This is an optimization exercise on Yosys and OpenROAD, whose aim is small area, a short achievable clock period and few clock cycles per item, not a production implementation. No functional check of the RTL was part of this run. No activity file was given, so power comes from the tool's default toggle rates.

==> design/flow/flow/run.sh <==
#!/bin/bash
# Own layout flow: the standard ORFS layout (standard.sh), with the port
# buffers that global placement inserts made plain buffers
# (sky130_fd_sc_hd__buf_1) instead of the delay cell buffer_ports picks by
# default. Every input and output port still gets its own buffer.
# Full tool output goes to flow.log in the work folder; ORFS's per-step logs
# stay under orfs/logs/.
set -euo pipefail
cd "$(dirname "$0")/.."
bash standard.sh "BUFFER_PORTS_ARGS=-buffer_cell sky130_fd_sc_hd__buf_1" finish > flow.log 2>&1
==> design/flow/standard.sh <==
#!/bin/bash
# synth_recipe.tcl (not shown) runs the flow's synth.tcl, then flattens the netlist and writes it again
# the make line also repeats each setting of config.mk as NAME=value (left out here)
make -C /OpenROAD-flow-scripts/flow DESIGN_CONFIG=/design/flow/config.mk WORK_HOME=/design/flow/orfs CLKGATE_MAP_FILE= SYNTH_SCRIPT=/design/flow/synth_recipe.tcl "${@:-finish}"
==> design/flow/config.mk <==
export PLATFORM = sky130hd
export DESIGN_NAME = calculator
export DESIGN_NICKNAME = calculator
export VERILOG_FILES = /design/flow/design.v
export SDC_FILE = /design/flow/constraint.sdc
export NUM_CORES = 4
export LEC_CHECK = 0
export ABC_CLOCK_PERIOD_IN_PS = 1500
export CAP_MARGIN = 20
export CORE_MARGIN = 2
export CORE_UTILIZATION = 40
export SETUP_SLACK_MARGIN = 1.5
export SLEW_MARGIN = 20
==> design/flow/constraint.sdc <==
create_clock -name core_clock -period 4.0 [get_ports {clk}]
set_input_delay 0.8000 -clock core_clock [delete_from_list [all_inputs] [get_ports {clk}]]
set_output_delay 0.8000 -clock core_clock [all_outputs]
set_load 0.01 [all_outputs]
==> design/flow/design.v <==
module calculator(
    input  wire        clk,
    input  wire        rst_n,
    input  wire        start,
    input  wire [1:0]  op,
    input  wire [15:0] a,
    input  wire [15:0] b,
    output wire [15:0] result,
    output reg         overflow,
    output reg         done,
    output reg         error
);
reg  [15:0] X, Y;
reg  [16:0] Z;
reg         lost;        
reg  [4:0]  cnt;         
reg         sel_q;       
reg         is_mul, is_div, subtr, addsub;    
wire [17:0] T;
pfx_add #(.W(17)) u_add (.a(Z), .b({subtr, X}), .ci(subtr), .s(T[16:0]), .co(T[17]));
wire        cy = T[17];                  
wire [15:0] v = {Z[12:0], Y[15:13]};
wire [15:0] top_x;
genvar gi;
generate
    for (gi = 0; gi < 16; gi = gi + 1) begin : tx
        if (gi == 15) begin : t
            assign top_x[gi] = 1'b1;
        end else begin : n
            assign top_x[gi] = &X[15:gi+1];
        end
    end
endgenerate
wire cnt_ge4 = |cnt[4:2];
wire skip = is_div & cnt_ge4 & (Z[16:13] == 4'd0) & ~|(v & top_x);
wire q    = is_div & cy;
wire k1 = Y[14];
wire k2 = ~Y[14] & Y[13];
wire k3 = ~Y[14] & ~Y[13] & Y[12];
wire madd = Y[15];
wire [3:0] xout = k1 ? {3'b000, X[15]} : k2 ? {2'b00, X[15:14]}
                : k3 ? {1'b0, X[15:13]} : X[15:12];
wire ys1 = is_div ? ~skip : k1;
wire ys2 = ~is_div & k2;
wire ys3 = ~is_div & k3;
wire last = is_mul ? (Y[14:0] == 15'd0)
          : is_div ? (skip ? (cnt == 5'd4) : (cnt == 5'd1))
          : 1'b1;
wire busy = |cnt;
wire b_zero    = (b == 16'd0);
wire st_div    = (op == 2'b11);
wire st_mul    = (op == 2'b10);
wire st_addsub = ~op[1];
integer i;
reg [15:0] a_rev;
always @(*) for (i = 0; i < 16; i = i + 1) a_rev[i] = a[15 - i];
always @(posedge clk) begin
    is_mul <= st_mul;
    is_div <= st_div;
    subtr  <= op[0];
    addsub <= st_addsub;
    if (start) begin
        X      <= op[0] ? ~b : b;
        Y      <= st_mul ? a_rev : {a[14:0], 1'b0};
        Z      <= st_addsub ? {1'b0, a} : {16'd0, st_div & a[15] & ~b_zero};
        lost   <= 1'b0;
        error  <= st_div & b_zero;
        sel_q  <= st_div & ~b_zero;
        overflow <= 1'b0;
    end else begin
        if (is_div)
            Z <= skip ? {Z[12:0], Y[15:12]} : {cy ? T[15:0] : Z[15:0], Y[15]};
        else if (addsub | madd)
            Z <= T[16:0];
        Y <= ys1 ? {Y[14:0], q} : ys2 ? {Y[13:0], 2'b00}
           : ys3 ? {Y[12:0], 3'b000} : {Y[11:0], 4'b0000};
        if (is_mul) begin
            X <= k1 ? {X[14:0], 1'b0} : k2 ? {X[13:0], 2'b00}
               : k3 ? {X[12:0], 3'b000} : {X[11:0], 4'b0000};
            lost <= lost | (|xout);
        end
        if (busy) begin
            if (is_mul)
                overflow <= overflow | (madd & (T[16] | lost));
            else if (addsub)
                overflow <= ~(Z[15] ^ X[15]) & (Z[15] ^ T[15]);
        end
    end
end
always @(posedge clk or negedge rst_n) begin
    if (!rst_n) begin
        cnt  <= 5'd0;
        done <= 1'b0;
    end else if (start) begin
        cnt  <= (st_div & b_zero) ? 5'd0 : (st_div ? 5'd16 : 5'd1);
        done <= st_div & b_zero;
    end else begin
        cnt  <= (~busy | last) ? 5'd0 : ~is_div ? cnt : skip ? cnt - 5'd4 : cnt - 5'd1;
        done <= busy & last;
    end
end
assign result = sel_q ? Y : Z[15:0];
endmodule
module pfx_add #(parameter W = 16) (
    input  wire [W-1:0] a,
    input  wire [W-1:0] b,
    input  wire         ci,
    output wire [W-1:0] s,
    output wire         co
);
    wire [W:0] g [0:5];
    wire [W:0] p [0:5];
    assign g[0] = {a & b, ci};
    assign p[0] = {a ^ b, 1'b0};
    genvar l, i;
    generate
        for (l = 0; l < 5; l = l + 1) begin : lvl
            for (i = 0; i <= W; i = i + 1) begin : bt
                if (i >= (1 << l)) begin : mg
                    assign g[l+1][i] = g[l][i] | (p[l][i] & g[l][i - (1 << l)]);
                    assign p[l+1][i] = p[l][i] & p[l][i - (1 << l)];
                end else begin : cp
                    assign g[l+1][i] = g[l][i];
                    assign p[l+1][i] = p[l][i];
                end
            end
        end
    endgenerate
    assign s  = p[0][W:1] ^ g[5][W-1:0];
    assign co = g[5][W];
endmodule
==> results.toml <==
[timing]
finalSetupViolCount = 0
post-route-period-util_pct = 66.3
layout_setup_ws_ns = 1.35
relSlewSlack_pct = 42.0
finalHoldViolCount = 0
rsz0062_at_grt = "yes"
slew_viol_final = 0
max_freq_mhz = 377
layout_min_cycle_time_ns = 2.65
tns_ns = 0
skew_ns = 0.0102
worst_slew_pin_slew_ns = 0.869

[routing]
num_vias = 5908
drt_drc_violations_left = 0
ant_nets = 0
dr.pass1.iters = 7
wl_mm = 20.5
drt_iter0_drc = 633
routedWlPerCell_um = 22.4
via_per_inst = 6.46

[floorplan]
die_area_mm2 = 0.0145
num_io_pins = 56
row_count = 42
start_util_pct = 41.0
die_h_um = 121
core_mm2 = 0.0132
die_w_um = 121

[cts]
tritoncts = "yes"
cts_buffer_depth = 2
cts_buffers = 9
clkSlewWorstSetupHoldPaths_ns = 0.06
clock_latency_ns = 0.35
htreeDepth = 3
cts.sinks = 63
holdBufCountCts = 0
root_buffer = "clkbuf_16"

[power_and_ir_drop]
p_int_mw = 2.38
swShare_pct = 44.0
seq_power_share_pct = 24.8
cellLeakagePower_nw = 2.66
p_sw_mw = 1.86
peakVddDrop_mv = 0.312
p_comb_share_pct = 56.3
clkPwrFrac_pct = 18.9
p_per_area_mw_per_mm2 = 599

[cells_and_area]
final_net_count = 794
drive_gt1_share_pct = 23.2
layout_commonest_cell = "a21oi_1"
fillCellCount = 1257
n_antenna_cell = 0
final_cell_mix = "55 x a21oi_1, 54 x buf_1, 52 x buf_4"
synthToLayoutAreaGrowth_pct = 30.3

[synth]
synth_top_family_by_area = "compound AO/OA/AOI/OAI gates"
muxShareOfSynthArea_pct = 8.57
yosysSeqAreaShare_pct = 30.2
synth-compound-area-share_pct = 30.2
synth_edf_count = 35
yosys.area_share.adder_pct = 5.66
synth_nets = 704
avgSynthCellArea_um2 = 8.45
syn_inst = 643
synth_xor_xnor_area_share_pct = 5.00
async_reset_ff_share_pct = 9.52
ys.flop_type = "edfxtp_1"
yosysWarnings = 2
synthDistinctLibCells = 63
yosys.area_share.simple_pct = 15.9
ys_ff_latch = 63
syn-cell-area_mm2 = 0.00543

[worst_setup_path]
start_kind = "flop"
r2r-end = "Z[15]"
path_class = "flop to flop"
endpoint = "Z[15]"
end_kind = "flop"
r2r-start = "X[8]"
crit_fanout = 6
rr_worst_depth = 8
reg2reg_slack_ns = 1.35
required_ns = 4.10
arrival_ns = 2.75
critPathLaunch = "X[8]"

[global_routing]
grt_max_degree = 84
grt_pass1_wl_mm = 30.8
grtUsageTotal_pct = 27.8
grt_pass1_vias = 5449
gr-total-overflow = 0
antenna_found_initial = 0

[placed_design]
gp_congestion = 0.967
io_buffers = 55
pre_cts_ws_ns = 0.989
detailed_place_hpwl_mm = 13.3

[flow_run]
drv_cap = 0

[min_path]
hp-class = "input port to asynchronous set/reset pin"

[outcome]
status = "finished clean"
synth_stat cells (3+ instances only):
| cell | number | area share [%] |
|---|---|---|
| a21oi_1 | 56 | 5.2 |
| nand2_1 | 54 | 3.7 |
| a31oi_1 | 23 | 2.6 |
| a22oi_1 | 10 | 1.4 |
| and2_1 | 6 | 0.69 |
| or3_1 | 3 | 0.35 |
| buf_1 | 3 | 0.21 |
| xnor2_1 | 26 | 4.2 |
| nor4_1 | 8 | 0.92 |
| a211oi_1 | 35 | 4.8 |
| a221oi_1 | 10 | 1.6 |
| nor2b_1 | 4 | 0.46 |
| dfxtp_1 | 22 | 8.1 |
| dfrtp_1 | 6 | 2.8 |
| inv_1 | 18 | 1.2 |
| edfxtp_1 | 35 | 19 |
| xor2_1 | 5 | 0.81 |
| a21o_1 | 23 | 3.2 |
| nor2_1 | 48 | 3.3 |
| clkbuf_1 | 34 | 2.3 |
| or2_2 | 3 | 0.35 |
| ha_1 | 23 | 5.3 |
| o211a_1 | 4 | 0.74 |
| and3_1 | 16 | 1.8 |
| nor3_1 | 6 | 0.55 |
| o21a_1 | 5 | 0.69 |
| o21ai_0 | 34 | 3.1 |
| o21ai_1 | 3 | 0.28 |
| o211ai_1 | 8 | 1.1 |
| a221o_1 | 5 | 0.92 |
| nand2b_1 | 4 | 0.46 |
| mux2_2 | 16 | 3.3 |
| nand3_1 | 15 | 1.4 |
| mux2i_1 | 27 | 5.0 |
| a211o_1 | 4 | 0.64 |
| nand4_1 | 5 | 0.58 |
cell families (layout without fill, tap and decap cells):
kind of cell	count (synthesis)	count (layout)
XOR/XNOR	31	31
multiplexers	44	44
buffers and inverters	60	151
AND/OR/NAND/NOR	180	180
flip-flops	63	63
AO/OA/AOI/OAI	241	245
adder cells (fa/ha/maj)	24	24
power groups by stage:
| stage | logic [mW] | clock network (mW) | registers, mW |
|---|---|---|---|
| after floorplan | 1.35 | 0 | 0.971 |
| after global placement | 1.67 | 0 | 1.11 |
| after detailed placement | 1.71 | 0 | 1.11 |
| after CTS | 2.11 | 0.799 | 1.04 |
| after global routing | 2.53 | 0.830 | 1.06 |
| final | 2.39 | 0.801 | 1.05 |
sequential cells by signal (all words and copies together) (netlist names), 5 cells and up:
signal / flops
Y: 16
X: 16
cnt: 5
Z: 17
per-layer routing:
metal | track usage (%) | vias up | wire length [µm]
li1 | - | 2662 | -
met1 | 37.8 | 2834 | 8370
met2 | 43.1 | 339 | 9270
met4 | 12.4 | 0 | 935
met3 | 5.00 | 73 | 1930
met5 | 0 | - | 0
critical path, cell delays in order (launching register included):
cell	delay (ns)
edfxtp_1	0.51
ha_4	0.29
a211oi_2	0.22
nor2_2	0.07
o41a_1	0.40
a211o_4	0.34
a2111o_1	0.38
o211ai_1	0.10
a21oi_1	0.09
timing repair:
item,4_1_cts,5_1_grt
endpoints found under the setup margin,55,39
resized for setup,48,41
buffers inserted,41,15
gates cloned,3,1
pin swaps,33,21
worst min-delay path by stage:
stage,cells after the start,slack [ns],endpoint,from
2_1_floorplan,2,0.43,lost,lost
5_1_grt,1,0.34,cnt[2],rst_n
6_report,1,0.31,cnt[0],rst_n
3_5_place_dp,2,0.51,lost,lost
3_3_place_gp,2,0.50,lost,lost
4_1_cts,1,0.32,cnt[2],rst_n
final cells by class:
type                       instances  area (µm²)  area share [%]
multi-input combinational        524        4110            58.1
sequential                        63        1650            23.2
timing repair buffer             117         741            10.5
clock buffer                      10         229            3.23
tap                              176         220            3.11
inverter                          18        67.6           0.955
clock inverter                     6        61.3           0.866
stage by stage:
| step | utilization [%] | area, µm² | total power, mW | cells | hold WS [ns] |
|---|---|---|---|---|---|
| 4_1_cts | 50.9 | 6740 | 3.95 | 898 | 0.321 |
| 5_1_grt | 53.4 | 7080 | 4.42 | 914 | 0.343 |
| 6_report | 53.4 | 7080 | 4.24 | 914 | 0.312 |
| 3_5_place_dp | 44.2 | 5850 | 2.82 | 838 | 0.513 |
| 3_3_place_gp | 44.1 | 5840 | 2.78 | 838 | 0.504 |
| 2_1_floorplan | - | 5520 | 2.32 | 643 | 0.428 |

port drivers added, routing unchanged:
Ports are ideal in the flow. The routed layout listed here was re-timed in OpenROAD. Step 1 sets driving cells, clkbuf_16 on the clock port and buf_2 on the other inputs (assumed; they add their load-dependent delay and slew). Step 2 also shifts input and output timing later by t, the mid clock arrival at the registers, as if the neighbouring blocks saw the same clock. Slacks: no drivers / after step 1 / after step 2; pairs: no drivers / after step 1.
t (ns): 0.390
setup WS [ns]: 1.348 / 1.348 / 1.302
worst setup path after step 2: input to register
worst register clock-pin slew, ns: 0.06 / 0.06
worst data-port slew with drivers (ns): 0.03
After both steps setup and hold are still met in this run. For this run, drivers alone change the setup slack by 0.000 ns; drivers and shift together by -0.046 ns.
